This is an optimization exercise on Yosys and OpenROAD, whose aim is small area, a short achievable clock period and few clock cycles, not a production implementation.
In this exercise RTL edits were held to simulation tests only and were not proved equivalent to the original.
Power is estimated from default activity; no workload was simulated.

File: design/flow/config.mk
export PLATFORM = sky130hd
export DESIGN_NAME = mycpu_top
export DESIGN_NICKNAME = mycpu_top
export VERILOG_FILES = /design/flow/design.v
export SDC_FILE = /design/flow/constraint.sdc
export NUM_CORES = 8
export LEC_CHECK = 0
export ABC_AREA = 1
export CAP_MARGIN = 20
export CORE_MARGIN = 2
export CORE_UTILIZATION = 40
export CTS_CLUSTER_DIAMETER = 70
export CTS_CLUSTER_SIZE = 25
export PLACE_DENSITY = 0.5
export SLEW_MARGIN = 20
File: design/flow/constraint.sdc
create_clock -name core_clock -period 25.0 [get_ports {clk}]
set_input_delay 5.0000 -clock core_clock [delete_from_list [all_inputs] [get_ports {clk}]]
set_output_delay 5.0000 -clock core_clock [all_outputs]
set_load 0.01 [all_outputs]
File: design/flow/design.v
module mdu (
    input             clk,
    input             resetn,
    input             first_mul,   
    input             first_div,   
    input             start_mul,   
    input             start_div,
    input             sgn,
    input      [31:0] a,
    input      [31:0] b,
    input      [5:0]  la,          
    input      [5:0]  lb,          
    input             ld_mcand,    
    input      [32:0] mcand,
    input      [11:0] bd_in,       
    input             wr_hi,
    input             wr_lo,
    input      [31:0] wdata,
    output reg [31:0] hi,
    output reg [31:0] lo,
    output            busy,
    output            fin
);
localparam IDLE = 3'd0, MUL = 3'd1, DIV = 3'd3, FIX = 3'd4;
reg [2:0]  st;
reg [5:0]  cnt;
reg [32:0] dreg;    
reg        cin_d;   
reg        hx;      
reg        msgn;
reg        qneg;
reg        rneg;
wire        m_first = first_mul;
wire [32:0] m_a     = dreg;
wire [31:0] m_lsrc  = m_first ? b : lo;
wire [32:0] m_acc   = {hx, hi} & {33{~m_first}};
wire [34:0] m_a1    = {{2{m_a[32]}}, m_a};
wire [34:0] m_a2    = {m_a[32], m_a, 1'b0};
reg  [3:0]  bd_one, bd_two, bd_neg;
reg         bd_cor;    
function [11:0] bdec;    
    input [8:0] cb;
    integer k;
    reg [2:0] t;
    begin
        for (k = 0; k < 4; k = k + 1) begin
            t = cb[2*k +: 3];
            bdec[k]     = t[0] ^ t[1];
            bdec[4 + k] = (t == 3'b011) | (t == 3'b100);
            bdec[8 + k] = t[2] & ~(t[1] & t[0]);
        end
    end
endfunction
wire [11:0] bd_nx   = bdec({m_lsrc[15:8], m_lsrc[7]});
wire        cor_nx  = (st == MUL) && (cnt == 6'd2) && ~msgn && m_lsrc[15];
reg  [42:0] m_rows [0:3];
integer bk;
always @(*) begin
    for (bk = 0; bk < 4; bk = bk + 1) begin : booth
        reg [34:0] sel;
        sel = bd_one[bk] ? m_a1 : (bd_two[bk] ? m_a2 : 35'd0);
        sel = bd_neg[bk] ? ~sel : sel;
        m_rows[bk] = {{8{sel[34]}}, sel} << (2 * bk);
    end
end
wire [3:0]  m_neg   = bd_neg;
wire        m_cor   = bd_cor;
wire [42:0] m_x   = (m_cor ? {2'b00, m_a, 8'd0} : 43'd0) |
                    {35'd0, 1'b0, m_neg[3], 1'b0, m_neg[2], 1'b0, m_neg[1], 1'b0, m_neg[0]};
wire [42:0] m_ac  = {{10{m_acc[32]}}, m_acc};
function [85:0] csa;    
    input [42:0] x, y, z;
    begin
        csa[42:0]  = x ^ y ^ z;
        csa[85:43] = {(x[41:0] & y[41:0]) | (x[41:0] & z[41:0]) | (y[41:0] & z[41:0]), 1'b0};
    end
endfunction
wire [85:0] m_l1a = csa(m_rows[0], m_rows[1], m_rows[2]);
wire [85:0] m_l1b = csa(m_rows[3], m_ac, m_x);
wire [85:0] m_l2  = csa(m_l1a[42:0], m_l1a[85:43], m_l1b[42:0]);
wire [85:0] m_l3  = csa(m_l2[42:0], m_l2[85:43], m_l1b[85:43]);
function [42:0] ks43;
    input [42:0] x, y;
    reg   [42:0] g, p;
    integer i, d;
    begin
        g = x & y;
        p = x ^ y;
        for (d = 1; d < 43; d = d * 2)
            for (i = 42; i >= 1; i = i - 1)
                if (i >= d) begin
                    g[i] = g[i] | (p[i] & g[i-d]);
                    p[i] = p[i] & p[i-d];
                end
        ks43 = (x ^ y) ^ {g[41:0], 1'b0};
    end
endfunction
wire [42:0] m_sum = ks43(m_l3[42:0], m_l3[85:43]);
wire        sA   = sgn & a[31];
wire        sB   = sgn & b[31];
wire [31:0] a1   = a ^ {32{sA}};
wire [31:0] b1   = b ^ {32{sB}};
wire [31:0] absA = a1 + {31'd0, sA};
wire [7:0] n_raw = {2'b00, la} + {7'd0, sA} + 8'd1 - {2'b00, lb};
wire [5:0] n     = n_raw[7] ? 6'd0 : ((n_raw[6:0] > 7'd32) ? 6'd32 : n_raw[5:0]);
wire [4:0]  shn  = 5'd0 - n[4:0];               
wire [63:0] sh   = {32'd0, absA} << shn;
wire [32:0] trial = {hi, lo[31]};
wire [33:0] dsum  = {1'b0, trial} + {1'b0, dreg} + {33'd0, cin_d};
wire        fits  = dsum[33];
assign busy = (st != IDLE);
assign fin  = ((st == MUL) && (cnt == 6'd1)) ||
              ((st == DIV) && (cnt == 6'd1) && !(qneg | rneg)) ||
              (st == FIX);
wire [31:0] d_hi = fits ? dsum[31:0] : trial[31:0];
wire [31:0] d_lo = {lo[30:0], fits};
wire        m_sel = first_mul | (st == MUL);
wire [31:0] hi_o  = first_div ? ((n != 6'd0) ? sh[63:32] : a) :
                    (st == DIV) ? d_hi :
                    (st == FIX) ? (~hi + 32'd1) : wdata;
wire [31:0] lo_o  = first_div ? ((n != 6'd0) ? sh[31:0] : 32'd0) :
                    (st == DIV) ? d_lo :
                    (st == FIX) ? (~lo + 32'd1) : wdata;
wire [31:0] hi_n  = m_sel ? m_sum[39:8] : hi_o;
wire [31:0] lo_n  = m_sel ? {m_sum[7:0], m_lsrc[31:8]} : lo_o;
wire        hi_en = start_mul | start_div | (st == MUL) | (st == DIV) | ((st == FIX) & rneg) | wr_hi;
wire        lo_en = start_mul | start_div | (st == MUL) | (st == DIV) | ((st == FIX) & qneg) | wr_lo;
always @(posedge clk) begin
    if (hi_en) hi <= hi_n;
    if (lo_en) lo <= lo_n;
    if (first_mul | (st == MUL))
        hx    <= m_sum[40];
    if (ld_mcand) begin
        {bd_neg, bd_two, bd_one} <= bd_in;
        bd_cor <= 1'b0;
    end else if (first_mul | (st == MUL)) begin
        {bd_neg, bd_two, bd_one} <= bd_nx;
        bd_cor <= cor_nx;
    end
    if (ld_mcand)
        dreg  <= mcand;
    else if (first_div)
        dreg  <= {1'b1, sB ? b : ~b};
    if (first_mul | first_div) begin
        msgn  <= sgn;
        cin_d <= ~sB;
        qneg  <= sA ^ sB;
        rneg  <= sA;
    end
    if (!resetn) begin
        st <= IDLE;
    end else if (start_mul) begin
        st  <= MUL;
        cnt <= 6'd3;
    end else if (start_div) begin
        st  <= (n != 6'd0) ? DIV : IDLE;
        cnt <= n;
    end else begin
        case (st)
            MUL: begin
                cnt <= cnt - 6'd1;
                if (cnt == 6'd1) st <= IDLE;
            end
            DIV: begin
                cnt <= cnt - 6'd1;
                if (cnt == 6'd1) st <= (qneg | rneg) ? FIX : IDLE;
            end
            FIX: st <= IDLE;
            default: ;
        endcase
    end
end
endmodule
module mycpu_top (
    input            clk,
    input            resetn,
    input  [5:0]     ext_int,
    output           inst_sram_en,
    output  [3:0]    inst_sram_wen,
    output  [31:0]   inst_sram_addr,
    output  [31:0]   inst_sram_wdata,
    input   [31:0]   inst_sram_rdata,
    output           data_sram_en,
    output  [3:0]    data_sram_wen,
    output  [31:0]   data_sram_addr,
    output  [31:0]   data_sram_wdata,
    input   [31:0]   data_sram_rdata,
    output  [31:0]   debug_wb_pc,
    output  [3:0]    debug_wb_rf_wen,
    output  [4:0]    debug_wb_rf_wnum,
    output  [31:0]   debug_wb_rf_wdata
);
localparam A_ADD = 4'd0, A_SUB = 4'd1, A_SLT = 4'd2, A_SLTU = 4'd3,
           A_AND = 4'd4, A_OR  = 4'd5, A_XOR = 4'd6, A_NOR  = 4'd7,
           A_SLL = 4'd8, A_SRL = 4'd9, A_SRA = 4'd10,
           A_HI  = 4'd11, A_LO = 4'd12, A_CP0 = 4'd13;
reg rstn;
always @(posedge clk) rstn <= resetn;
reg  [29:0] pc_f;        
reg  [29:0] pc_prev;     
reg         fv;          
reg         held;        
reg         acc_a;       
reg  [31:0] ib;
reg  [29:0] ib_pc;
reg         ib_v;
reg  [31:0] ir;
reg  [29:0] pc_d;
reg         d_v;
reg         e_v;
reg  [29:0] pc_e;
reg  [31:0] e_a, e_b;
reg         e_lateA, e_lateB;
reg  [3:0]  e_op;
reg         e_we;
reg  [4:0]  e_rd;
reg         e_ovf;
reg         e_exc;
reg  [4:0]  e_code;
reg         e_eret;
reg         e_load;
reg  [2:0]  e_lt;        
reg         e_mul, e_div, e_sgn;
reg  [5:0]  e_la, e_lb;    
reg         e_mthi, e_mtlo;
reg         e_mtc0;
reg  [1:0]  e_cp0r;      
reg         e_cp0z;      
reg  [31:0] dm_addr;
reg  [3:0]  dm_wen;
reg  [31:0] dm_wdata;
reg  [2:0]  dm_vtop;
reg         m_v;
reg  [29:0] pc_m;
reg  [31:0] m_res;
reg         m_we;
reg  [4:0]  m_rd;
reg         m_load;
reg  [2:0]  m_lt;
reg  [1:0]  m_off;
reg         m_exc;
reg         m_eret;
reg         w_we;
reg  [29:0] pc_w;
reg  [31:0] w_val;
reg  [4:0]  w_rd;
reg  [31:0] rf [1:31];
reg  [7:0]  c_im;
reg         c_exl, c_ie;
reg         c_ti;
reg  [5:0]  c_ip72;
reg  [1:0]  c_ip10;
reg  [4:0]  c_code;
reg  [31:0] c_epc;
reg  [31:0] c_bad;
wire [31:0] w_res  = w_val;
wire [15:0] m_half = m_off[1] ? data_sram_rdata[31:16] : data_sram_rdata[15:0];
wire [7:0]  m_byte = m_off[0] ? m_half[15:8] : m_half[7:0];
wire [31:0] m_ld   = m_lt[2] ? {{24{m_lt[0] & m_byte[7]}}, m_byte} :
                     m_lt[1] ? {{16{m_lt[0] & m_half[15]}}, m_half} : data_sram_rdata;
wire        m_flush = m_v & m_exc;
wire [29:0] m_tgt   = m_eret ? c_epc[31:2] : 30'h2FF000E0;    
wire [31:0] ea = e_lateA ? w_val : e_a;
wire [31:0] eb = e_lateB ? w_val : e_b;
wire        e_sub  = (e_op == A_SUB) | (e_op == A_SLT) | (e_op == A_SLTU);
wire [32:0] e_sum  = {1'b0, ea} + {1'b0, eb ^ {32{e_sub}}} + {32'd0, e_sub};
wire        e_lt_s = (ea[31] ^ eb[31]) ? ea[31] : e_sum[31];
wire        e_lt_u = ~e_sum[32];
wire        e_of   = (ea[31] == (eb[31] ^ e_sub)) & (e_sum[31] != ea[31]);
wire        e_sl   = (e_op == A_SLL);
wire [31:0] e_sin;
wire [31:0] e_sout;
genvar gi;
generate
    for (gi = 0; gi < 32; gi = gi + 1) begin : g_rev
        assign e_sin[gi]  = e_sl ? eb[31 - gi] : eb[gi];
    end
endgenerate
wire        e_fill = (e_op == A_SRA) & eb[31];
wire [63:0] e_sext = {{32{e_fill}}, e_sin} >> ea[4:0];
wire [31:0] e_sr   = e_sext[31:0];
generate
    for (gi = 0; gi < 32; gi = gi + 1) begin : g_rev2
        assign e_sout[gi] = e_sl ? e_sr[31 - gi] : e_sr[gi];
    end
endgenerate
wire [31:0] hi, lo;
wire [31:0] c_status = {9'd0, 1'b1, 6'd0, c_im, 6'd0, c_exl, c_ie};
wire [31:0] c_cause  = {1'b0, c_ti, 14'd0, c_ip72, c_ip10, 1'b0, c_code, 2'b00};
reg  [31:0] e_cp0v;
always @(*) begin
    case (e_cp0r)
        2'd0: e_cp0v = c_bad;
        2'd1: e_cp0v = c_status;
        2'd2: e_cp0v = c_cause;
        default: e_cp0v = c_epc;
    endcase
    if (e_cp0z) e_cp0v = 32'd0;
end
reg [31:0] e_res;
always @(*) begin
    case (e_op)
        A_ADD, A_SUB: e_res = e_sum[31:0];
        A_SLT:  e_res = {31'd0, e_lt_s};
        A_SLTU: e_res = {31'd0, e_lt_u};
        A_AND:  e_res = ea & eb;
        A_OR:   e_res = ea | eb;
        A_XOR:  e_res = ea ^ eb;
        A_NOR:  e_res = ~(ea | eb);
        A_SLL, A_SRL, A_SRA: e_res = e_sout;
        A_HI:   e_res = hi;
        A_LO:   e_res = lo;
        default: e_res = e_cp0v;
    endcase
end
wire        e_live   = e_v & ~m_flush;                  
wire        e_excnow = e_v & (e_exc | (e_ovf & e_of));  
wire [4:0]  e_excode = e_exc ? e_code : 5'h0c;
wire mdu_busy, mdu_fin;
mdu u_mdu (
    .clk(clk), .resetn(rstn),
    .first_mul(e_mul), .first_div(e_div),
    .start_mul(e_mul & ~m_flush), .start_div(e_div & ~m_flush), .sgn(e_sgn),
    .a(e_a), .b(e_b), .la(e_la), .lb(e_lb),
    .ld_mcand(d_go & (f_mult | f_multu) & d_valid), .mcand({f_mult & fw_s[31], fw_s}),
    .bd_in(bdec({fw_t[7:0], 1'b0})),
    .wr_hi(e_live & e_mthi), .wr_lo(e_live & e_mtlo), .wdata(e_sum[31:0]),
    .hi(hi), .lo(lo), .busy(mdu_busy), .fin(mdu_fin)
);
wire [5:0]  op = ir[31:26];
wire [4:0]  rs = ir[25:21];
wire [4:0]  rt = ir[20:16];
wire [4:0]  rdf = ir[15:11];
wire [5:0]  fn = ir[5:0];
wire [15:0] imm = ir[15:0];
wire o_r    = op == 6'h00;
wire o_rim  = op == 6'h01;
wire o_j    = op == 6'h02;
wire o_jal  = op == 6'h03;
wire o_beq  = op == 6'h04;
wire o_bne  = op == 6'h05;
wire o_blez = op == 6'h06;
wire o_bgtz = op == 6'h07;
wire o_addi = op == 6'h08;
wire o_addiu= op == 6'h09;
wire o_slti = op == 6'h0a;
wire o_sltiu= op == 6'h0b;
wire o_andi = op == 6'h0c;
wire o_ori  = op == 6'h0d;
wire o_xori = op == 6'h0e;
wire o_lui  = op == 6'h0f;
wire o_cop0 = op == 6'h10;
wire o_lb   = op == 6'h20;
wire o_lh   = op == 6'h21;
wire o_lw   = op == 6'h23;
wire o_lbu  = op == 6'h24;
wire o_lhu  = op == 6'h25;
wire o_sb   = op == 6'h28;
wire o_sh   = op == 6'h29;
wire o_sw   = op == 6'h2b;
wire f_sll  = o_r & (fn == 6'h00);
wire f_srl  = o_r & (fn == 6'h02);
wire f_sra  = o_r & (fn == 6'h03);
wire f_sllv = o_r & (fn == 6'h04);
wire f_srlv = o_r & (fn == 6'h06);
wire f_srav = o_r & (fn == 6'h07);
wire f_jr   = o_r & (fn == 6'h08);
wire f_jalr = o_r & (fn == 6'h09);
wire f_sys  = o_r & (fn == 6'h0c);
wire f_brk  = o_r & (fn == 6'h0d);
wire f_mfhi = o_r & (fn == 6'h10);
wire f_mthi = o_r & (fn == 6'h11);
wire f_mflo = o_r & (fn == 6'h12);
wire f_mtlo = o_r & (fn == 6'h13);
wire f_mult = o_r & (fn == 6'h18);
wire f_multu= o_r & (fn == 6'h19);
wire f_div  = o_r & (fn == 6'h1a);
wire f_divu = o_r & (fn == 6'h1b);
wire f_add  = o_r & (fn == 6'h20);
wire f_addu = o_r & (fn == 6'h21);
wire f_sub  = o_r & (fn == 6'h22);
wire f_subu = o_r & (fn == 6'h23);
wire f_and  = o_r & (fn == 6'h24);
wire f_or   = o_r & (fn == 6'h25);
wire f_xor  = o_r & (fn == 6'h26);
wire f_nor  = o_r & (fn == 6'h27);
wire f_slt  = o_r & (fn == 6'h2a);
wire f_sltu = o_r & (fn == 6'h2b);
wire c_mfc0 = o_cop0 & (rs == 5'd0);
wire c_mtc0 = o_cop0 & (rs == 5'd4);
wire d_eret = (ir == 32'h42000018);
wire d_sint = (ir == 32'h1000ffff);
wire r_alu   = f_add | f_addu | f_sub | f_subu | f_and | f_or | f_xor | f_nor | f_slt | f_sltu;
wire r_shi   = f_sll | f_srl | f_sra;
wire r_shv   = f_sllv | f_srlv | f_srav;
wire i_alu   = o_addi | o_addiu | o_slti | o_sltiu | o_andi | o_ori | o_xori;
wire d_ld    = o_lb | o_lh | o_lw | o_lbu | o_lhu;
wire d_st    = o_sb | o_sh | o_sw;
wire rim_ok  = o_rim & ((rt == 5'd0) | (rt == 5'd1) | (rt == 5'd16) | (rt == 5'd17));
wire d_muldiv= f_mult | f_multu | f_div | f_divu;
wire d_valid = r_alu | r_shi | r_shv | f_jr | f_jalr | f_sys | f_brk | f_mfhi | f_mthi |
               f_mflo | f_mtlo | d_muldiv |
               (o_cop0 & ((rs == 5'd0) | (rs == 5'd4) | (fn == 6'h18))) |
               i_alu | (o_lui & (rs == 5'd0)) | o_beq | o_bne | rim_ok |
               ((o_bgtz | o_blez) & (rt == 5'd0)) | o_j | o_jal | d_ld | d_st;
wire d_link  = o_jal | (o_rim & rt[4]) | f_jalr;
wire [4:0] d_dst = (o_r) ? rdf : (o_jal | o_rim) ? 5'd31 : rt;
wire d_wr    = (r_alu | r_shi | r_shv | f_jalr | f_mfhi | f_mflo | i_alu | o_lui | d_ld |
                c_mfc0 | o_jal | (rim_ok & rt[4])) & (d_dst != 5'd0);
wire use_rs_e = r_alu | r_shv | i_alu | d_muldiv | f_mthi | f_mtlo;   
wire use_rt_e = r_alu | r_shi | r_shv | d_muldiv | c_mtc0;              
wire use_rs_b = o_beq | o_bne | o_blez | o_bgtz | o_rim | f_jr | f_jalr;  
wire use_rt_b = o_beq | o_bne | d_st;                                  
wire use_rs_a = d_ld | d_st;                                           
wire e_hit_s = e_v & e_we & (e_rd == rs);
wire m_hit_s = m_v & m_we & (m_rd == rs);
wire w_hit_s = w_we & (w_rd == rs);
wire e_hit_t = e_v & e_we & (e_rd == rt);
wire m_hit_t = m_v & m_we & (m_rd == rt);
wire w_hit_t = w_we & (w_rd == rt);
wire [31:0] rf_s = (rs == 5'd0) ? 32'd0 : rf[rs];
wire [31:0] rf_t = (rt == 5'd0) ? 32'd0 : rf[rt];
reg  [1:0]  sh1_k, sh2_k;
reg  [4:0]  sh1_rd, sh2_rd;
reg         ds_pend;     
reg         def_v;       
reg  [29:0] def_tgt;
wire        m1s = (sh1_rd == rs) & (rs != 5'd0);
wire        m1t = (sh1_rd == rt) & (rt != 5'd0);
wire        m2s = (sh2_rd == rs) & (rs != 5'd0);
wire        m2t = (sh2_rd == rt) & (rt != 5'd0);
wire        oh   = (sh1_k == 2'd1) & (m1s | m1t);           
wire        oie  = (sh1_k == 2'd2) & (m1s | m1t);           
wire        oim  = (sh2_k == 2'd2) & (m2s | m2t);           
wire        ostall = oh | oie | oim;
wire        q_s = ~ostall & (sh1_k == 2'd3) & (sh1_rd == rs);
wire        q_t = ~ostall & (sh1_k == 2'd3) & (sh1_rd == rt);
wire [31:0] fw_s = q_s ? 32'd0 : e_hit_s ? e_res : m_hit_s ? m_res : w_hit_s ? w_res : rf_s;
wire [31:0] fw_t = q_t ? 32'd0 : e_hit_t ? e_res : m_hit_t ? m_res : w_hit_t ? w_res : rf_t;
wire late_s  = !q_s & !e_hit_s & m_hit_s & m_load;
wire late_t  = !q_t & !e_hit_t & m_hit_t & m_load;
wire hz_s = (use_rs_e | use_rs_b | use_rs_a) & e_hit_s & e_load |
            (use_rs_b | use_rs_a | d_muldiv) & late_s |
            use_rs_a & e_hit_s;
wire hz_t = (use_rt_e | use_rt_b) & e_hit_t & e_load |
            (use_rt_b | d_muldiv) & late_t;
wire d_hilo = f_mfhi | f_mflo | f_mthi | f_mtlo | d_muldiv;
wire hz_md  = d_hilo & (e_mul | e_div | (mdu_busy & ~mdu_fin));
wire stall_d = d_v & (hz_s | hz_t | hz_md);
wire d_go    = d_v & ~stall_d & ~m_flush;     
wire [29:0] pc_d1 = pc_d + 30'd1;
wire [29:0] pc_d2 = pc_d + 30'd2;
wire [29:0] br_tgt = pc_d1 + {{14{imm[15]}}, imm};
wire        eq    = (fw_s == fw_t);
wire        ltz   = fw_s[31];
wire        eqz   = (fw_s == 32'd0);
wire        taken = (o_beq & eq) | (o_bne & ~eq) | (o_blez & (ltz | eqz)) |
                    (o_bgtz & ~(ltz | eqz)) | (rim_ok & (ltz ^ rt[0])) |
                    o_j | o_jal | f_jr | f_jalr;
wire        d_ctl = (o_beq & ~d_sint) | o_bne | o_blez | o_bgtz | rim_ok | o_j | o_jal | f_jr | f_jalr;
wire [29:0] d_tgt = (o_j | o_jal) ? {pc_d1[29:26], ir[25:0]} :
                    (f_jr | f_jalr) ? fw_s[31:2] : br_tgt;
wire        ctl   = d_ctl & d_valid;
wire        cb     = o_beq | o_bne | o_blez | o_bgtz | rim_ok;      
wire        cbim   = cb & (oie | oim);        
wire        jz     = ~cb | o_beq | o_blez | (rim_ok & rt[0]);
wire        jr_z   = oh | ((sh1_k == 2'd2) & m1s) | ((sh2_k == 2'd2) & m2s);
wire [29:0] st_tgt = (f_jr | f_jalr) ? (jr_z ? 30'd0 : fw_s[31:2]) : d_tgt;
wire        imm0   = (imm == 16'd0);
wire        q_ctl  = ostall & ctl & ~cbim & jz & ~(cb & imm0);   
wire        q_cbim = ostall & cbim & ~imm0;               
wire        q_ds   = ostall & ~ctl & (ds_pend | def_v);   
wire        q_def  = ~ostall & def_v;
wire        fl     = d_go & (q_ctl | q_cbim | q_ds | q_def);
wire [29:0] fl_tgt = q_def ? def_tgt : q_ctl ? st_tgt : (q_cbim & taken) ? d_tgt : pc_d1;
wire        redir  = d_go & ctl & taken & ~fl & ~(ostall & cbim);
wire [31:0] fa_s  = q_s ? 32'd0 : m_hit_s ? m_res : w_hit_s ? w_val : rf_s;
wire [31:0] vaddr = fa_s + {{16{imm[15]}}, imm};
wire        ade   = ((o_lw | o_sw) & (vaddr[1:0] != 2'b00)) |
                    ((o_lh | o_lhu | o_sh) & vaddr[0]);
wire [31:0] paddr = (vaddr[31:30] == 2'b10) ? {3'b000, vaddr[28:0]} : vaddr;
wire [3:0]  st_wen = o_sw ? 4'hf :
                     o_sh ? (vaddr[1] ? 4'hc : 4'h3) :
                     (4'h1 << vaddr[1:0]);
wire [31:0] st_data = o_sw ? fw_t : o_sh ? {2{fw_t[15:0]}} : {4{fw_t[7:0]}};
wire        d_exc  = ~d_valid | f_sys | f_brk | d_sint | ((d_ld | d_st) & ade);
wire [4:0]  d_code = d_sint ? 5'h00 : f_sys ? 5'h08 : f_brk ? 5'h09 : ~d_valid ? 5'h0a :
                     d_st ? 5'h05 : 5'h04;
wire [3:0] d_op = (f_sub | f_subu) ? A_SUB :
                  (f_slt | o_slti) ? A_SLT :
                  (f_sltu | o_sltiu) ? A_SLTU :
                  (f_and | o_andi) ? A_AND :
                  (f_or | o_ori | o_lui | d_link) ? A_OR :
                  (f_xor | o_xori) ? A_XOR :
                  f_nor ? A_NOR :
                  (f_sll | f_sllv) ? A_SLL :
                  (f_srl | f_srlv) ? A_SRL :
                  (f_sra | f_srav) ? A_SRA :
                  f_mfhi ? A_HI :
                  f_mflo ? A_LO :
                  c_mfc0 ? A_CP0 : A_ADD;
wire [31:0] d_a = r_shi ? {27'd0, ir[10:6]} : (o_lui | d_link) ? 32'd0 : fw_s;
wire [31:0] d_b = d_link ? {pc_d2, 2'b00} :
                  o_lui ? {imm, 16'd0} :
                  (o_andi | o_ori | o_xori) ? {16'd0, imm} :
                  i_alu ? {{16{imm[15]}}, imm} : fw_t;
wire d_lateA = late_s & ~r_shi & ~o_lui & ~d_link;
wire d_lateB = late_t & ~d_link & ~o_lui & ~i_alu;
wire [1:0] d_cp0r = (rdf == 5'd8) ? 2'd0 : (rdf == 5'd12) ? 2'd1 : (rdf == 5'd13) ? 2'd2 : 2'd3;
wire       d_cp0z = ~(((rdf == 5'd8) | (rdf == 5'd12) | (rdf == 5'd13) | (rdf == 5'd14)) &
                      (ir[2:0] == 3'd0));
wire d_take   = ~d_v | ~stall_d;                  
wire arr_take = fv & (d_take | ~ib_v);            
wire acc_now  = acc_a | (held & arr_take);
wire ds_have  = ib_v | fv;                        
always @(posedge clk) begin
    if (!rstn) begin
        pc_f  <= 30'h2FF00000;                    
        fv    <= 1'b0;
        held  <= 1'b0;
        acc_a <= 1'b0;
        ib_v  <= 1'b0;
        d_v   <= 1'b0;
    end else if (m_flush | fl) begin
        pc_f  <= m_flush ? m_tgt : fl_tgt;
        fv    <= 1'b0;
        held  <= 1'b0;
        acc_a <= 1'b0;
        ib_v  <= 1'b0;
        d_v   <= 1'b0;
    end else begin
        if (d_take) begin
            if (ib_v) begin
                ir   <= ib;
                pc_d <= ib_pc;
                d_v  <= 1'b1;
                ib   <= inst_sram_rdata;
                ib_pc<= pc_prev;
                ib_v <= fv & ~redir;
            end else begin
                ir   <= inst_sram_rdata;
                pc_d <= pc_prev;
                d_v  <= fv;
            end
        end else if (!ib_v) begin
            ib    <= inst_sram_rdata;
            ib_pc <= pc_prev;
            ib_v  <= fv;
        end
        if (redir) begin
            pc_f  <= d_tgt;
            held  <= 1'b0;
            acc_a <= 1'b0;
            fv    <= ~ds_have;
        end else if (stall_d) begin
            held  <= 1'b1;
            acc_a <= acc_now;
            fv    <= ~acc_now;
        end else begin
            pc_f  <= pc_f + 30'd1;
            held  <= 1'b0;
            acc_a <= 1'b0;
            fv    <= ~acc_now;
        end
    end
    pc_prev <= pc_f;
end
wire [1:0] d_kind = (d_ld & (rt != 5'd0)) ? 2'd1 :
                    (c_mfc0 & (rt != 5'd0)) ? 2'd2 :
                    ((o_jal | (o_rim & rt[4] & rim_ok) | f_jalr) & (d_dst != 5'd0)) ? 2'd3 : 2'd0;
always @(posedge clk) begin
    if (!rstn | m_flush) begin
        sh1_k   <= 2'd0;
        sh2_k   <= 2'd0;
        ds_pend <= 1'b0;
        def_v   <= 1'b0;
    end else if (d_go) begin
        if (cbim) begin
            sh1_k  <= 2'd0;
            sh2_k  <= d_kind;
            sh2_rd <= d_dst;
        end else begin
            sh1_k  <= d_kind;
            sh1_rd <= d_dst;
            sh2_k  <= ostall ? 2'd0 : sh1_k;
            sh2_rd <= sh1_rd;
        end
        ds_pend <= redir;
        def_v   <= fl & ctl & ~cbim & taken;
        def_tgt <= d_tgt;
    end
end
function [11:0] bdec;
    input [8:0] cb;    
    integer k;
    reg [2:0] t;
    begin
        for (k = 0; k < 4; k = k + 1) begin
            t = cb[2*k +: 3];
            bdec[k]     = t[0] ^ t[1];
            bdec[4 + k] = (t == 3'b011) | (t == 3'b100);
            bdec[8 + k] = t[2] & ~(t[1] & t[0]);
        end
    end
endfunction
function [5:0] blen;
    input [31:0] x;
    integer i;
    begin
        blen = 6'd0;
        for (i = 0; i < 32; i = i + 1)
            if (x[i]) blen = i[5:0] + 6'd1;
    end
endfunction
always @(posedge clk) begin
    if (!rstn) begin
        e_v    <= 1'b0;
        dm_wen <= 4'd0;
    end else begin
        e_v    <= d_go;
        dm_wen <= (d_go & d_st & ~ade & ~e_excnow & ~e_eret) ? st_wen : 4'd0;
    end
    pc_e    <= pc_d;
    e_a     <= d_a;
    e_b     <= d_b;
    e_lateA <= d_lateA;
    e_lateB <= d_lateB;
    e_op    <= d_op;
    e_we    <= d_wr & ~d_exc & ~d_eret;
    e_rd    <= d_dst;
    e_ovf   <= f_add | f_sub | o_addi;
    e_exc   <= d_exc;
    e_code  <= d_code;
    e_eret  <= d_eret;
    e_load  <= d_ld;
    e_lt    <= {o_lb | o_lbu, o_lh | o_lhu, o_lb | o_lh};
    e_mul   <= d_go & (f_mult | f_multu) & d_valid;
    e_div   <= d_go & (f_div | f_divu) & d_valid;
    e_sgn   <= f_mult | f_div;
    e_la    <= blen(fw_s ^ {32{f_div & fw_s[31]}});
    e_lb    <= blen(fw_t ^ {32{f_div & fw_t[31]}});
    e_mthi  <= f_mthi;
    e_mtlo  <= f_mtlo;
    e_mtc0  <= c_mtc0;
    e_cp0r  <= d_cp0r;
    e_cp0z  <= d_cp0z;
    dm_addr <= paddr;
    dm_wdata<= st_data;
    dm_vtop <= vaddr[31:29];
end
always @(posedge clk) begin
    if (!rstn) begin
        m_v <= 1'b0;
    end else begin
        m_v <= e_live;
    end
    pc_m   <= pc_e;
    m_res  <= e_res;
    m_we   <= e_we & ~e_excnow;
    m_rd   <= e_rd;
    m_load <= e_load;
    m_lt   <= e_lt;
    m_off  <= dm_addr[1:0];
    m_exc  <= e_excnow | e_eret;
    m_eret <= e_eret;
end
always @(posedge clk) begin
    if (!rstn) begin
        c_im   <= 8'd0;
        c_exl  <= 1'b0;
        c_ie   <= 1'b0;
        c_ti   <= 1'b0;
        c_ip72 <= 6'd0;
        c_ip10 <= 2'd0;
        c_code <= 5'd0;
        c_epc  <= 32'd0;
        c_bad  <= 32'd0;
    end else begin
        c_ti   <= 1'b1;
        c_ip72 <= {ext_int[5] | c_ti, ext_int[4:0]};
        if (e_live & e_excnow) begin
            c_exl  <= 1'b1;
            c_code <= e_excode;
            if (!c_exl) c_epc <= {pc_e, 2'b00};
            if (e_exc & ((e_code == 5'h04) | (e_code == 5'h05)))
                c_bad <= {dm_vtop, dm_addr[28:0]};
        end else if (e_live & e_eret) begin
            c_exl <= 1'b0;
        end else if (e_live & e_mtc0) begin
            if (e_cp0r == 2'd1 && !e_cp0z) begin
                c_im  <= eb[15:8];
                c_exl <= eb[1];
                c_ie  <= eb[0];
            end
            if (e_cp0r == 2'd2 && !e_cp0z) c_ip10 <= eb[9:8];
            if (e_cp0r == 2'd3 && !e_cp0z) c_epc  <= eb;
        end
    end
end
always @(posedge clk) begin
    if (!rstn) begin
        w_we <= 1'b0;
    end else begin
        w_we <= m_v & m_we;
    end
    pc_w   <= pc_m;
    w_val  <= m_load ? m_ld : m_res;
    w_rd   <= m_rd;
    if (w_we) rf[w_rd] <= w_res;
end
assign inst_sram_en    = 1'b1;
assign inst_sram_wen   = 4'h0;
assign inst_sram_addr  = {pc_f, 2'b00};
assign inst_sram_wdata = 32'd0;
assign data_sram_en    = 1'b1;
assign data_sram_wen   = dm_wen;
assign data_sram_addr  = dm_addr;
assign data_sram_wdata = dm_wdata;
assign debug_wb_pc       = {pc_w, 2'b00};
assign debug_wb_rf_wen   = {4{w_we}};
assign debug_wb_rf_wnum  = w_rd;
assign debug_wb_rf_wdata = w_val;
endmodule
File: design/flow/flow/run.sh
#!/bin/bash
# Own layout flow: the standard ORFS flow (standard.sh, unchanged scripts,
# standard synthesis), with the timing repair steps asked to keep every path
# 19 ns inside the 25 ns clock so that they shorten the critical paths.
# The clock, the SDC and the I/O constraints are the standard flow's, unchanged.
# make's full output goes to orfs_flow.log; ORFS keeps each step's log under
# orfs/logs/.
set -uo pipefail
bash standard.sh SETUP_SLACK_MARGIN=19 TNS_END_PERCENT=100 finish > orfs_flow.log 2>&1
status=$?
exit $status
File: design/flow/standard.sh
#!/bin/bash
# synth_recipe.tcl (not shown) runs the flow's synth.tcl, then flattens the netlist and writes it again
# the make line also repeats each setting of config.mk as NAME=value (left out here)
make -C /OpenROAD-flow-scripts/flow DESIGN_CONFIG=/design/flow/config.mk WORK_HOME=/design/flow/orfs CLKGATE_MAP_FILE= SYNTH_SCRIPT=/design/flow/synth_recipe.tcl "${@:-finish}"
==> metrics.yaml, run 1 <==
placed_design:
  place.gp.congestion: 1.03
  place_inst: 17500
  io_buffer_count: 240
  post-dp-hpwl_um: 397000
run:
  maxCapViolCount: 0
power:
  cellPowerDensity_nw_per_um2: 82.4
  swShare_pct: 42.6
  p_total_mw: 11.3
  p_clk_share_pct: 22.8
  ir_drop_mv: 0.0681
  p_sw_mw: 4.83
  p_leak_nw: 54.6
  seq_power_share_pct: 34.0
  intPower_mw: 6.51
  pwr-share-comb_pct: 43.2
worst_hold_path:
  hp-class: "register to register"
layout:
  top_regs: "rf x992, u_mdu.dreg x33"
  final_cells: 18500
  nNetsFinal: 15100
  regMostFlops: "rf"
  largest_reg_flops: 992
  fill_cells: 27200
  drive_gt1_share_pct: 15.8
  syn_to_final_growth_pct: 21.1
timing:
  tns_ns: 0
  period_share_pct: 26.4
  drv_slew: 0
  worstMarginPinSlew_ns: 1.30
  fin_skew_ns: 0.106
  clock.fmax_mhz: 151
  rsz0062_at_grt: "yes"
  setup_viol: 0
  slew_headroom_pct: 12.9
  final_hold_viol_count: 0
  fin_crit_ns: 6.61
routing:
  ant_nets: 0
  via_count: 115000
  wirelength_um: 608000
  dr_wl_met2_um: 256000
  detail_route.wl_per_cell_um: 32.9
  drc: 0
  vias_per_cell: 6.25
  drt_first_pass_iters: 7
  wl_met1_um: 240000
  dr.max_layer_used: "met5"
  drtIter0Drc: 18000
  met3_length_um: 70100
synthesis:
  synth_edf_count: 1276
  netlist-cell-type-count: 85
  synth.area.top_cells: "edfxtp_1 34%, o21ai_0 11%, dfxtp_1 9.3%"
  synth_top_flop_cell: "edfxtp_1"
  synth-compound-area-share_pct: 22.2
  synth_xor_area_share_pct: 4.30
  synth_top_family_by_area: "compound AO/OA/AOI/OAI gates"
  synth_warnings: 3
  syn_inst: 14100
  synthMuxAreaShare_pct: 0.132
  synth_most_common_cell: "o21ai_0"
  synth_area_um2: 114000
  syn_area_per_cell_um2: 8.03
  synth_adder_area_share_pct: 5.63
  synth_top_area_cell: "edfxtp_1"
  ys_seq_area_share_pct: 43.0
  synth-seq-cells: 1804
  synthSimpleGateAreaFrac_pct: 16.0
  ys_async_sr_fraction_pct: 0
  synth_common_cells: "2385 x o21ai_0, 2150 x nand2_1, 1496 x inv_1"
  synth_top_area_share_pct: 33.7
clock_network:
  cts.clk_slew.worst_paths_ns: 0.10
  htreeDepth: 4
  numClockSinks: 1804
  cts-root-buf: "clkbuf_16"
  cts_buffers: 148
  clockBufferDepth: 4
  cts_tree: "built"
  holdBufCountCts: 0
  clk_latency_ns: 0.91
die:
  core_um2: 282000
  die_w_um: 537
  dieArea_um2: 288000
  num_rows: 195
  pin_count: 283
  floorplan.initialDensity_pct: 40.2
  die_h_um: 537
setup_path:
  critPathLaunchType: "register"
  critPathMaxStageDelay_ns: 0.45
  critPathRequiredTime_ns: 20.00
  path_cells: "buf_12 > buf_6"
  arrival_ns: 1.61
  slowest_stage: "dfxtp_4"
  crit_fanout: 3
  critical_path_class: "register to output pin"
  critPathCaptureType: "output pin"
run_status:
  status: "finished clean"
global_route:
  grt_pass1_wl_um: 818000
  antenna_found_initial: 70
  grt.overflow.total: 0
  track_usage_pct: 40.0
  grt_pass1_vias: 105000
  grt_max_degree: 152
## what timing repair did
action	CTS	global route
pin swaps	86	216
gates resized for setup	1672	716
endpoints found under the setup margin	574	487
buffers inserted	329	243
gates cloned	80	32
## per-stage QoR
step | worst slack [ns] | cell area (µm²) | hold WS, ns | util [%]
after CTS | 18.37 | 132000 | 0.318 | 46.8
after global placement | 16.41 | 119000 | 0.314 | 42.3
final | 18.39 | 138000 | 0.314 | 48.8
after detailed placement | 16.40 | 119000 | 0.313 | 42.3
after floorplan | 19.01 | 114000 | 0.310 | -
after global routing | 18.38 | 138000 | 0.331 | 48.7
## critical path: cells and delay by family, from the launching register on
kind | cells | cell delay [ns]
DFF | 1 | 0.45
buffers and inverters | 2 | 0.24
## final timing paths
path / startpoint / end / slack, ns / depth (start not counted)
setup / recovery: w_val[11] / debug_wb_rf_wdata[11] / 18.39 / 2
hold / removal: pc_m[29] / pc_w[29] / 0.31 / 0
setup reg to reg: u_mdu.bd_two[0] / u_mdu.hi[31] / 18.67 / 38
hold reg to reg: pc_m[29] / pc_w[29] / 0.31 / 0
## routing by layer
metal / GRT usage [%] / vias to the layer above
li1: - / 49800
met1: 53.7 / 56100
met2: 58.9 / 7878
met3: 9.32 / 1594
met4: 23.1 / 48
met5: 0 / -
## cells in the final DEF, fill, tap and decap left out, types with 95 or more instances in the layout
master / Yosys / layout
o21ai_0: 2385 / 2235
nand2_1: 2150 / 2003
inv_1: 1496 / 1431
edfxtp_1: 1276 / 1276
nor2_1: 1100 / 1028
a21oi_1: 1000 / 950
nand3_1: 805 / 748
buf_4: 56 / 629
xor2_1: 457 / 438
dfxtp_1: 528 / 355
o211ai_1: 311 / 311
ha_1: 278 / 251
buf_6: 13 / 223
clkbuf_16: 0 / 176
o221ai_1: 175 / 170
o21ai_1: 91 / 162
fa_1: 146 / 139
o22ai_1: 138 / 134
nand2_2: 20 / 114
dfxtp_4: 0 / 100
xnor2_1: 99 / 95
buf_12: 0 / 95
## power groups by stage
stage | sequential, mW | clock (mW) | combinational [mW]
2_1_floorplan | 3.89 | 0 | 1.74
3_3_place_gp | 3.90 | 0 | 3.58
3_5_place_dp | 3.90 | 0 | 3.58
4_1_cts | 3.84 | 2.61 | 4.28
5_1_grt | 3.86 | 2.71 | 5.02
6_report | 3.86 | 2.58 | 4.90
## layout make-up
class / instances / area, µm² / share of cell area (%)
diodes: 29 / 72.6 / 0.0527
clock buffers: 160 / 3820 / 2.78
clock inverters: 106 / 1270 / 0.921
inverters: 1561 / 6250 / 4.54
multi-input cells: 9899 / 58500 / 42.5
flip-flops and latches: 1804 / 49400 / 35.9
well taps: 3743 / 4680 / 3.40
repair buffers: 1165 / 13500 / 9.81
repair inverters: 12 / 123 / 0.0891
## cells by family after synthesis
| logic type | count (synthesis) |
|---|---|
| buffers and inverters | 2495 |
| flip-flops | 1804 |
| AND/OR/NAND/NOR | 4359 |
| XOR/XNOR | 557 |
| adder cells (fa/ha/maj) | 424 |
| other | 2 |
| AO/OA/AOI/OAI | 4489 |
| multiplexers | 15 |
Testbench counts, summed over its fixed seeds: cycles 32,638.
==> run 2, diff against run 1 <==
--- a/design/flow/design.v
+++ b/design/flow/design.v
@@ -217,2 +217,4 @@
 reg         e_ovf;
+reg         e_ost;      
+reg         e_mf0;      
 reg         e_exc;
@@ -241,2 +243,3 @@
 reg         m_exc;
+reg         m_exx;      
 reg         m_eret;
@@ -260,3 +263,3 @@
                      m_lt[1] ? {{16{m_lt[0] & m_half[15]}}, m_half} : data_sram_rdata;
-wire        m_flush = m_v & m_exc;
+wire        m_flush = m_v & m_exc;                
 wire [29:0] m_tgt   = m_eret ? c_epc[31:2] : 30'h2FF000E0;    
@@ -329,2 +332,4 @@
 );
+reg  [1:0]  wst;       
+wire        wact   = (wst != 2'd0);
 wire [5:0]  op = ir[31:26];
@@ -449,3 +454,3 @@
 wire stall_d = d_v & (hz_s | hz_t | hz_md);
-wire d_go    = d_v & ~stall_d & ~m_flush;     
+wire d_go    = d_v & ~stall_d & ~m_flush & ~wact;     
 wire [29:0] pc_d1 = pc_d + 30'd1;
@@ -511,3 +516,19 @@
                       (ir[2:0] == 3'd0));
-wire d_take   = ~d_v | ~stall_d;                  
+wire        w_cons = wact & d_v;
+wire        w_i1ok = c_mfc0 & (rt != 5'd0) & ~ostall;
+wire        w_hit  = ((wst == 2'd3) & cb & oim) | ((wst == 2'd2) & cb & ostall);
+wire        w_fire = w_cons & (((wst == 2'd1) & ~w_i1ok) | ((wst == 2'd2) & ostall) | (wst == 2'd3));
+wire        e_i1ok = e_mf0 & ~e_ost;
+wire        w_enter = m_flush & m_exx & ~(e_v & ~e_i1ok);
+wire        fe_go  = (m_flush & ~w_enter) | w_fire;    
+wire [29:0] fe_tgt = ~w_fire ? m_tgt : w_hit ? pc_d1 : 30'h2FF000E0;
+always @(posedge clk) begin
+    if (!rstn | fe_go)
+        wst <= 2'd0;
+    else if (w_enter)
+        wst <= (e_v & e_i1ok) ? 2'd2 : 2'd1;
+    else if (w_cons)
+        wst <= wst + 2'd1;
+end
+wire d_take   = ~d_v | d_go | w_cons;             
 wire arr_take = fv & (d_take | ~ib_v);            
@@ -523,4 +544,4 @@
         d_v   <= 1'b0;
-    end else if (m_flush | fl) begin
-        pc_f  <= m_flush ? m_tgt : fl_tgt;
+    end else if (fe_go | fl) begin
+        pc_f  <= fe_go ? fe_tgt : fl_tgt;
         fv    <= 1'b0;
@@ -554,3 +575,3 @@
             fv    <= ~ds_have;
-        end else if (stall_d) begin
+        end else if (d_v & ~d_take) begin
             held  <= 1'b1;
@@ -571,3 +592,3 @@
 always @(posedge clk) begin
-    if (!rstn | m_flush) begin
+    if (!rstn | fe_go) begin
         sh1_k   <= 2'd0;
@@ -576,3 +597,3 @@
         def_v   <= 1'b0;
-    end else if (d_go) begin
+    end else if (d_go | w_cons) begin
         if (cbim) begin
@@ -631,2 +652,4 @@
     e_ovf   <= f_add | f_sub | o_addi;
+    e_ost   <= ostall;
+    e_mf0   <= c_mfc0 & (rt != 5'd0);
     e_exc   <= d_exc;
@@ -664,2 +687,3 @@
     m_exc  <= e_excnow | e_eret;
+    m_exx  <= e_excnow & (~e_exc | (e_code == 5'h04) | (e_code == 5'h05));
     m_eret <= e_eret;
--- a/design/flow/config.mk
+++ b/design/flow/config.mk
@@ -13,3 +13,2 @@
 export CTS_CLUSTER_SIZE = 25
-export PLACE_DENSITY = 0.5
 export SLEW_MARGIN = 20
==> metrics.yaml, run 2 <==
die:
  die_w_um: 540
  core_um2: 285000
  num_rows: 196
  floorplan.initialDensity_pct: 40.2
  dieArea_um2: 291000
  die_h_um: 540
  pin_count: 283
synthesis:
  synth_top_flop_cell: "edfxtp_1"
  netlist-cell-type-count: 90
  synth_common_cells: "2380 x o21ai_0, 2164 x nand2_1, 1521 x inv_1"
  synth_top_area_share_pct: 33.4
  ys_async_sr_fraction_pct: 0
  synth-compound-area-share_pct: 22.2
  synth.area.top_cells: "edfxtp_1 33%, o21ai_0 10%, dfxtp_1 9.3%"
  synth_top_family_by_area: "compound AO/OA/AOI/OAI gates"
  syn_area_per_cell_um2: 8.03
  ys_seq_area_share_pct: 42.7
  synthSimpleGateAreaFrac_pct: 16.2
  synth_adder_area_share_pct: 5.62
  synthMuxAreaShare_pct: 0.105
  synth_warnings: 3
  synth_area_um2: 115000
  synth_most_common_cell: "o21ai_0"
  synth_edf_count: 1276
  synth-seq-cells: 1809
  synth_xor_area_share_pct: 4.24
  syn_inst: 14300
  synth_top_area_cell: "edfxtp_1"
placed_design:
  postPlaceCellArea_um2: 120000
  dp_slack_ns: 16.60
  io_buffer_count: 240
  place.gp.congestion: 1.09
  post-dp-hpwl_um: 381000
clock_network:
  numClockSinks: 1809
  clockBufferDepth: 4
  cts-root-buf: "clkbuf_16"
  htreeDepth: 4
  holdBufCountCts: 0
  cts_buffers: 142
  cts.clk_slew.worst_paths_ns: 0.09
  clk_latency_ns: 0.91
  cts_tree: "built"
power:
  p_leak_nw: 54.3
  cellPowerDensity_nw_per_um2: 106
  p_total_mw: 14.5
  ir_drop_mv: 0.101
setup_path:
  slowest_stage: "dfxtp_4"
  rrSetupSlack_ns: 18.62
  critical_path_class: "register to output pin"
  crit_fanout: 4
  critPathLaunchType: "register"
  arrival_ns: 1.55
  critPathCaptureType: "output pin"
  critPathMaxStageDelay_ns: 0.49
  worst-path-buf-inv: 1
  path_cells: "buf_6"
  critPathTopFamily: "flip-flops"
  critPathRequiredTime_ns: 20.00
layout:
  layout_commonest_cell: "o21ai_0"
  nNetsFinal: 15200
  syn_to_final_growth_pct: 19.0
  most-common-layout-cells: "2276 x o21ai_0, 2081 x nand2_1, 1452 x inv_1"
  fin_area_um2: 137000
  largest_reg_flops: 992
  fin_util_pct: 47.9
  top_regs: "rf x992, u_mdu.dreg x33"
  fill_cells: 27600
  regMostFlops: "rf"
  drive_gt1_share_pct: 15.1
timing:
  slew_headroom_pct: 6.51
  worstMarginPinSlew_ns: 1.40
  clock.fmax_mhz: 153
  setup_viol: 0
  period_share_pct: 26.2
  fin_crit_ns: 6.55
  drv_slew: 0
  tns_ns: 0
  final_hold_viol_count: 0
  rsz0062_at_grt: "yes"
  fin_skew_ns: 0.136
  fin_ws_ns: 18.45
routing:
  ant_nets: 0
  via_count: 116000
  drtIter0Drc: 18500
  drt_first_pass_iters: 6
  vias_per_cell: 6.24
  drc: 0
  wirelength_um: 581000
  detail_route.wl_per_cell_um: 31.3
global_route:
  grt_max_degree: 214
  track_usage_pct: 38.0
  antenna_found_initial: 42
  grt_pass1_wl_um: 794000
  grt_pass1_vias: 104000
  grt.overflow.total: 0
run:
  maxCapViolCount: 0
worst_hold_path:
  hp-class: "register to register"
run_status:
  status: "finished clean"
-- run 2: layer usage --
| layer | wire length, µm | global-route usage, % | share of wire [%] | up-vias |
|---|---|---|---|---|
| met1 | 221000 | 50.2 | 38 | 55600 |
| met4 | 51100 | 27.2 | 8.8 | 18 |
| met3 | 71700 | 8.55 | 12 | 1765 |
| li1 | - | - | - | 50200 |
| met2 | 238000 | 54.5 | 41 | 8452 |
| met5 | 124 | 0 | 0.021 | - |
-- run 2: cell families after synthesis --
group | after synthesis
other cells | 2
compound gates | 4504
fa+ha+maj | 428
mux | 12
flops | 1809
simple gates | 4436
xor+xnor | 555
buf+inv | 2537
-- run 2: cell type report --
class / count / area [µm²] / area share [%]
antenna: 33 / 82.6 / 0.0605
clock buffer: 155 / 3710 / 2.72
clock inverter: 90 / 1100 / 0.805
inverter: 1590 / 6320 / 4.63
multi-input combinational: 9987 / 58700 / 43.0
sequential: 1809 / 49500 / 36.2
tap: 3762 / 4710 / 3.45
timing repair buffer: 1157 / 12400 / 9.08
timing repair inverter: 9 / 68.8 / 0.0504
-- run 2: where the power goes --
part | switching (mW) | total, mW | leakage, nW | internal (mW)
logic | 5.31 | 7.93 | 36.0 | 2.62
registers | 0.322 | 4.06 | 16.0 | 3.74
clock network | 1.30 | 2.49 | 2.33 | 1.20
-- run 2: final timing paths --
check | end | cells past startpoint | start
max reg2reg | dm_addr[31] | 43 | ir[25]
max | data_sram_addr[2] | 1 | dm_addr[2]
min | pc_w[19] | 0 | pc_m[19]
min reg2reg | pc_w[19] | 0 | pc_m[19]
-- run 2: through the flow --
step | instances | hold slack [ns]
finish | 18600 | 0.325
floorplan | 14300 | 0.310
detailed placement | 17600 | 0.314
global placement | 17600 | 0.311
CTS | 18300 | 0.327
global route | 18600 | 0.337
-- run 2: what timing repair did --
item | CTS | global route
pin swaps | 76 | 163
buffers inserted | 411 | 196
gates cloned | 59 | 18
endpoints found under the setup margin | 529 | 484
gates resized for setup | 1586 | 571
Testbench counts of run 2, summed over its fixed seeds: cycles 32,638.

afterwards: timing with drivers on the ports:
How much do the figures lean on ideal ports? The routed layouts below were timed once more, with nothing changed but the port constraints. Step 1 sets driving cells, clkbuf_16 on the clock port and buf_2 on the other inputs (assumed; they add their load-dependent delay and slew). Step 2 times the ports against the registers' clock, not the clock port: input delays grow and output delays shrink by t, the midpoint of the rising clock arrivals with the driver on. a / b / c = ideal / step 1 / step 2; a / b = the first two.
run	t (ns)	setup slack, ns	hold slack, ns	latest minus earliest clock arrival (ns)	worst register clock-pin slew, ns
run 1	0.970	18.389 / 18.279 / 18.115	0.314 / 0.314 / 0.314	0.107 / 0.107	0.10 / 0.10
run 2	0.942	18.454 / 18.353 / 18.127	0.325 / 0.325 / 0.325	0.141 / 0.141	0.10 / 0.10
After both steps every run listed still meets setup and hold. For run 2, which loses most, drivers alone change the setup slack by -0.101 ns; drivers and shift together by -0.327 ns.
